Background: an optimization exercise with open tools, aiming at small area and a short achievable clock period. Do not read the settings as production practice.
In this exercise RTL edits were held to simulation tests only and were not proved equivalent to the original.
Power is estimated from default activity; no workload was simulated.

## rv32i_cpu
module rv32i_cpu (
    input  wire        clk,
    input  wire        rst_n,
    input  wire        calc_start,
    input  wire [31:0] gcd_a,
    input  wire [31:0] gcd_b,
    output wire [31:0] gcd_result,
    output wire [31:0] imem_addr,
    input  wire [31:0] imem_data
);
export LEC_CHECK = 0
export CAP_MARGIN = 20
export CORE_MARGIN = 2
export CORE_UTILIZATION = 30
export SETUP_SLACK_MARGIN = 4.5
export SLEW_MARGIN = 20
export SYNTH_HIERARCHICAL = 1
export TNS_END_PERCENT = 100
create_clock -name core_clock -period 10.0 [get_ports {clk}]
standard.sh (not shown) runs the stock make flow with config.mk's settings and CLKGATE_MAP_FILE= SYNTH_SCRIPT=/design/flow/synth_recipe.tcl, a recipe that flattens the netlist after the stock synthesis.
==> flow/flow/run.sh <==
#!/bin/bash
# Layout flow: the standard synthesis, then every combinational cell is
# set to the smallest cell of its family (the synthesis maps many small
# hierarchical blocks and sizes their outputs for a generic load), then the
# standard flow from floorplan on, whose timing repair sizes cells up again
# where the timing needs it.  Port buffers are plain buffers.
set -euo pipefail
W=$(pwd)
bash standard.sh synth > "$W/log_synth.txt" 2>&1
ODB=$W/orfs/results/$FLOW_PLATFORM/rv32i_cpu/base/1_synth.odb
OR=$(command -v openroad || echo /OpenROAD-flow-scripts/tools/install/OpenROAD/bin/openroad)
ODB=$ODB "$OR" -no_splash -exit "$W/flow/downsize.tcl" > "$W/log_downsize.txt" 2>&1
# port buffers: a plain buffer (the default pick is a slow delay cell); the
# timing repair sizes them up where needed
bash standard.sh "BUFFER_PORTS_ARGS=-buffer_cell sky130_fd_sc_hd__buf_2" finish > "$W/log_finish.txt" 2>&1
==> flow/flow/downsize.tcl <==
# Set every combinational standard cell to the smallest cell of its family
# (same function and pins, drive strength suffix _N); at equal area take the
# stronger one.  Flip-flops keep the cell synthesis gave them.
read_db $::env(ODB)
set db [ord::get_db]
set block [ord::get_db_block]
set n 0
foreach inst [$block getInsts] {
  set m [$inst getMaster]
  set name [$m getName]
  if {![regexp {^(sky130_fd_sc_hd__[a-z0-9]+)_([0-9]+)$} $name -> base sz]} { continue }
  if {[regexp {__(df|dl|sdf|edf|sedf|conb|tap|fill|decap|clk)} $base]} { continue }
  set best $m
  set bw [$m getWidth]
  foreach s {0 1 2 3 4 6 8 12 16} {
    set c [$db findMaster "${base}_$s"]
    if {$c eq "NULL"} { continue }
    set w [$c getWidth]
    if {$w < $bw || ($w == $bw && $s > [regsub {.*_} [$best getName] {}])} {
      set best $c
      set bw $w
    }
  }
  if {$best ne $m} {
    $inst swapMaster $best
    incr n
  }
}
puts "downsize: swapped $n instances"
write_db $::env(ODB)
Change:
Settings changed: PLACE_DENSITY set to 0.75, TNS_END_PERCENT 100 to 10.
After rerunning: Sequential power is about the same; routed wire length came out lower slightly; critical path depth came out lower by 3; final cell count came out lower slightly; utilization came out lower by 1.5 points; count of clock-buffer cells in the layout came out lower by 1; setup slack is worse by 0.15 ns.
Change:
==> flow/flow/downsize.tcl (replaced) <==
# Set every combinational standard cell to the smallest cell of its family
# (same function and pins, drive strength suffix _N); at equal area take the
# stronger one.  Flip-flops keep the cell synthesis gave them.
# The read-select decoder (nets u_dec.*) drives the whole register file: its
# predecode gates get drive 4 and its final gates drive 2.
read_db $::env(ODB)
set db [ord::get_db]
set block [ord::get_db_block]
set n 0
proc out_net {inst} {
  foreach it [$inst getITerms] {
    if {[$it isOutputSignal] && [$it getNet] ne "NULL"} { return [[$it getNet] getName] }
  }
  return ""
}
foreach inst [$block getInsts] {
  set m [$inst getMaster]
  set name [$m getName]
  if {![regexp {^(sky130_fd_sc_hd__[a-z0-9]+)_([0-9]+)$} $name -> base sz]} { continue }
  if {[regexp {__(df|dl|sdf|edf|sedf|conb|tap|fill|decap|clk)} $base]} { continue }
  set want 0
  if {[string match "u_dec.*" [out_net $inst]]} {
    if {[regexp {__(nor2|nor3)$} $base]} { set want 2 } else { set want 4 }
  }
  set best ""
  set bw 0
  foreach s {0 1 2 3 4 6 8 12 16} {
    if {$s < $want} { continue }
    set c [$db findMaster "${base}_$s"]
    if {$c eq "NULL"} { continue }
    set w [$c getWidth]
    if {$best eq "" || $w < $bw || ($w == $bw && $s > [regsub {.*_} [$best getName] {}])} {
      set best $c
      set bw $w
    }
  }
  if {$best ne "" && $best ne $m} {
    $inst swapMaster $best
    incr n
  }
}
puts "downsize: swapped $n instances"
write_db $::env(ODB)
Settings changed: PLACE_DENSITY 0.75 to unset, SETUP_SLACK_MARGIN 4.5 to 3.5.
Effect: The changed run completed without violations; clock skew grows by 0.0099 ns; count of clock-buffer cells in the layout is lower by 7; hold slack is about the same; critical path depth goes down by 1.
Change:
==> flow/flow/downsize.tcl (replaced) <==
# Set every combinational standard cell to the smallest cell of its family
# (same function and pins, drive strength suffix _N); at equal area take the
# stronger one.  Flip-flops keep the cell synthesis gave them.
read_db $::env(ODB)
set db [ord::get_db]
set block [ord::get_db_block]
set n 0
foreach inst [$block getInsts] {
  set m [$inst getMaster]
  set name [$m getName]
  if {![regexp {^(sky130_fd_sc_hd__[a-z0-9]+)_([0-9]+)$} $name -> base sz]} { continue }
  if {[regexp {__(df|dl|sdf|edf|sedf|conb|tap|fill|decap|clk)} $base]} { continue }
  set best $m
  set bw [$m getWidth]
  foreach s {0 1 2 3 4 6 8 12 16} {
    set c [$db findMaster "${base}_$s"]
    if {$c eq "NULL"} { continue }
    set w [$c getWidth]
    if {$w < $bw || ($w == $bw && $s > [regsub {.*_} [$best getName] {}])} {
      set best $c
      set bw $w
    }
  }
  if {$best ne $m} {
    $inst swapMaster $best
    incr n
  }
}
puts "downsize: swapped $n instances"
write_db $::env(ODB)
Settings changed: SETUP_SLACK_MARGIN 3.5 to 4.5.
After rerunning:
- clock skew hardly moves
- design area increases by 4.6%
- total power came out higher by 1.2%
- maximum frequency climbs by 12%
- critical path depth rises by 3


run A:
rv32i_cpu, a different RTL version from the one above (not shown whole).
Size in the first run: roughly 5100 cells after synthesis, roughly 160 I/O pins, ~54000 um^2 of cells after synthesis.
==> flow/config.mk <==
export PLATFORM = sky130hd
export DESIGN_NAME = rv32i_cpu
export DESIGN_NICKNAME = rv32i_cpu
export VERILOG_FILES = /design/flow/design.v
export SDC_FILE = /design/flow/constraint.sdc
export NUM_CORES = 4
export LEC_CHECK = 0
export CAP_MARGIN = 20
export CORE_MARGIN = 2
export CORE_UTILIZATION = 45
export SETUP_SLACK_MARGIN = 4.5
export SLEW_MARGIN = 20
export SYNTH_HIERARCHICAL = 1
export TNS_END_PERCENT = 10
==> flow/constraint.sdc <==
create_clock -name core_clock -period 10.0 [get_ports {clk}]
set_input_delay 2.0000 -clock core_clock [delete_from_list [all_inputs] [get_ports {clk}]]
set_output_delay 2.0000 -clock core_clock [all_outputs]
set_load 0.01 [all_outputs]
==> flow/flow/downsize.tcl <==
# Set every combinational standard cell to the smallest cell of its family
# (same function and pins, drive strength suffix _N); at equal area take the
# stronger one.  Flip-flops keep the cell synthesis gave them.
read_db $::env(ODB)
set db [ord::get_db]
set block [ord::get_db_block]
set n 0
foreach inst [$block getInsts] {
  set m [$inst getMaster]
  set name [$m getName]
  if {![regexp {^(sky130_fd_sc_hd__[a-z0-9]+)_([0-9]+)$} $name -> base sz]} { continue }
  if {[regexp {__(df|dl|sdf|edf|sedf|conb|tap|fill|decap|clk)} $base]} { continue }
  set best $m
  set bw [$m getWidth]
  foreach s {0 1 2 3 4 6 8 12 16} {
    set c [$db findMaster "${base}_$s"]
    if {$c eq "NULL"} { continue }
    set w [$c getWidth]
    if {$w < $bw || ($w == $bw && $s > [regsub {.*_} [$best getName] {}])} {
      set best $c
      set bw $w
    }
  }
  if {$best ne $m} {
    $inst swapMaster $best
    incr n
  }
}
puts "downsize: swapped $n instances"
write_db $::env(ODB)
Scripts as last shown in full above: flow/flow/run.sh
In summary, run A completed successfully, with a layout that passed the timing, DRC and antenna checks.
The following lists how run B was set up differently from run A:
Settings: changing CORE_UTILIZATION from 45 to 55.
==> run notes <==
Re clock insertion delay at the later pin of the skew report: run B is 30 ps down on run A.
Comparing run A and run B, the higher number of post-CTS setup repair buffers is on run A.
Diff run A and run B: combinational power higher in run A
Register-to-register slack, run A and run B, lower one = run B.
Compared to run A, run B shows a narrower setup margin.
Here is what was changed in the inputs of run C compared with run B.
Settings: swapping 55 for 30 in CORE_UTILIZATION; swapping 4.5 for 5.0 in SETUP_SLACK_MARGIN; swapping 10 for 100 in TNS_END_PERCENT.
### Flow results
Every stage of the flow completed for run C, and the final layout passed the timing, DRC and antenna checks. Between run C and run B, it is run C whose worst setup slack is higher, by 320 ps. Note that the first-iteration DRC count recorded for run B amounts to 1.17 times the value seen in run C. Sequential share of layout area (run C over run B): decrease, 2.9 points. Run C against run B: share of total power in the clock network went up, combinational power higher, final routed wirelength across all metal layers picked up an extra about 5%, instance count on the critical path climbed 4.8%, global-route wire length before repair now sits higher. [diff] post-route cell area, run C relative to run B: regression. For the post-place instance area, run C came in 3.0% higher than run B did. Run B ended up with imem_data[6] as its beginning of the critical path; run C ended up with imem_data[17]. Of run C and run B, run C shows the lower total iterations of the first detailed-routing run, with run B above it.
The inputs of run D differ from those of run C as listed below.
Settings: SETUP_SLACK_MARGIN: 5.0 -> 4.5; TNS_END_PERCENT: 100 -> 10.
Setup slack in run D is smaller than in run C. The met1 layer usage reported by global route reported for run D is greater than that of run C by 0.61 points. Looking at run D and run C, the share of total power consumed by net switching is a wash. Any difference in number of sinks on the clock net between run C and run D is small enough to ignore. Comparing run D and run C, the higher routing usage on met3 is on run D.

-- static timing again, ports no longer ideal --
The results above use ideal ports. As a check the final layouts listed here were re-extracted and re-timed, cells and wires unchanged.
Step 1: set_driving_cell puts a clkbuf_16 on clk and a buf_2 on each other input, an assumption about the parent block.
Step 2 times the ports against the registers' clock, not the clock port: input delays grow and output delays shrink by t, the midpoint of the rising clock arrivals with the driver on.
Three values: ideal, step 1, step 2; two values: the first two.
run | t (ns) | setup slack, ns | cell pins on the clock port's net
the first run of note 1 | 0.818 | 4.146 / 4.201 / 3.383 | 1
the second run of note 1 | 0.845 | 3.996 / 4.002 / 3.157 | 1
the third run of note 1 | 0.832 | 3.439 / 3.493 / 2.661 | 1
the fourth run of note 1 | 0.841 | 4.142 / 4.181 / 3.340 | 1
run A | 0.837 | 4.108 / 4.164 / 3.327 | 1
run B | 0.787 | 3.903 / 3.948 / 3.162 | 1
run C | 0.855 | 4.223 / 4.217 / 3.362 | 1
run D | 0.838 | 4.089 / 4.001 / 3.163 | 1
After both steps every run listed still meets setup and hold. For run D, which loses most, drivers alone change the setup slack by -0.088 ns; drivers and shift together by -0.926 ns.
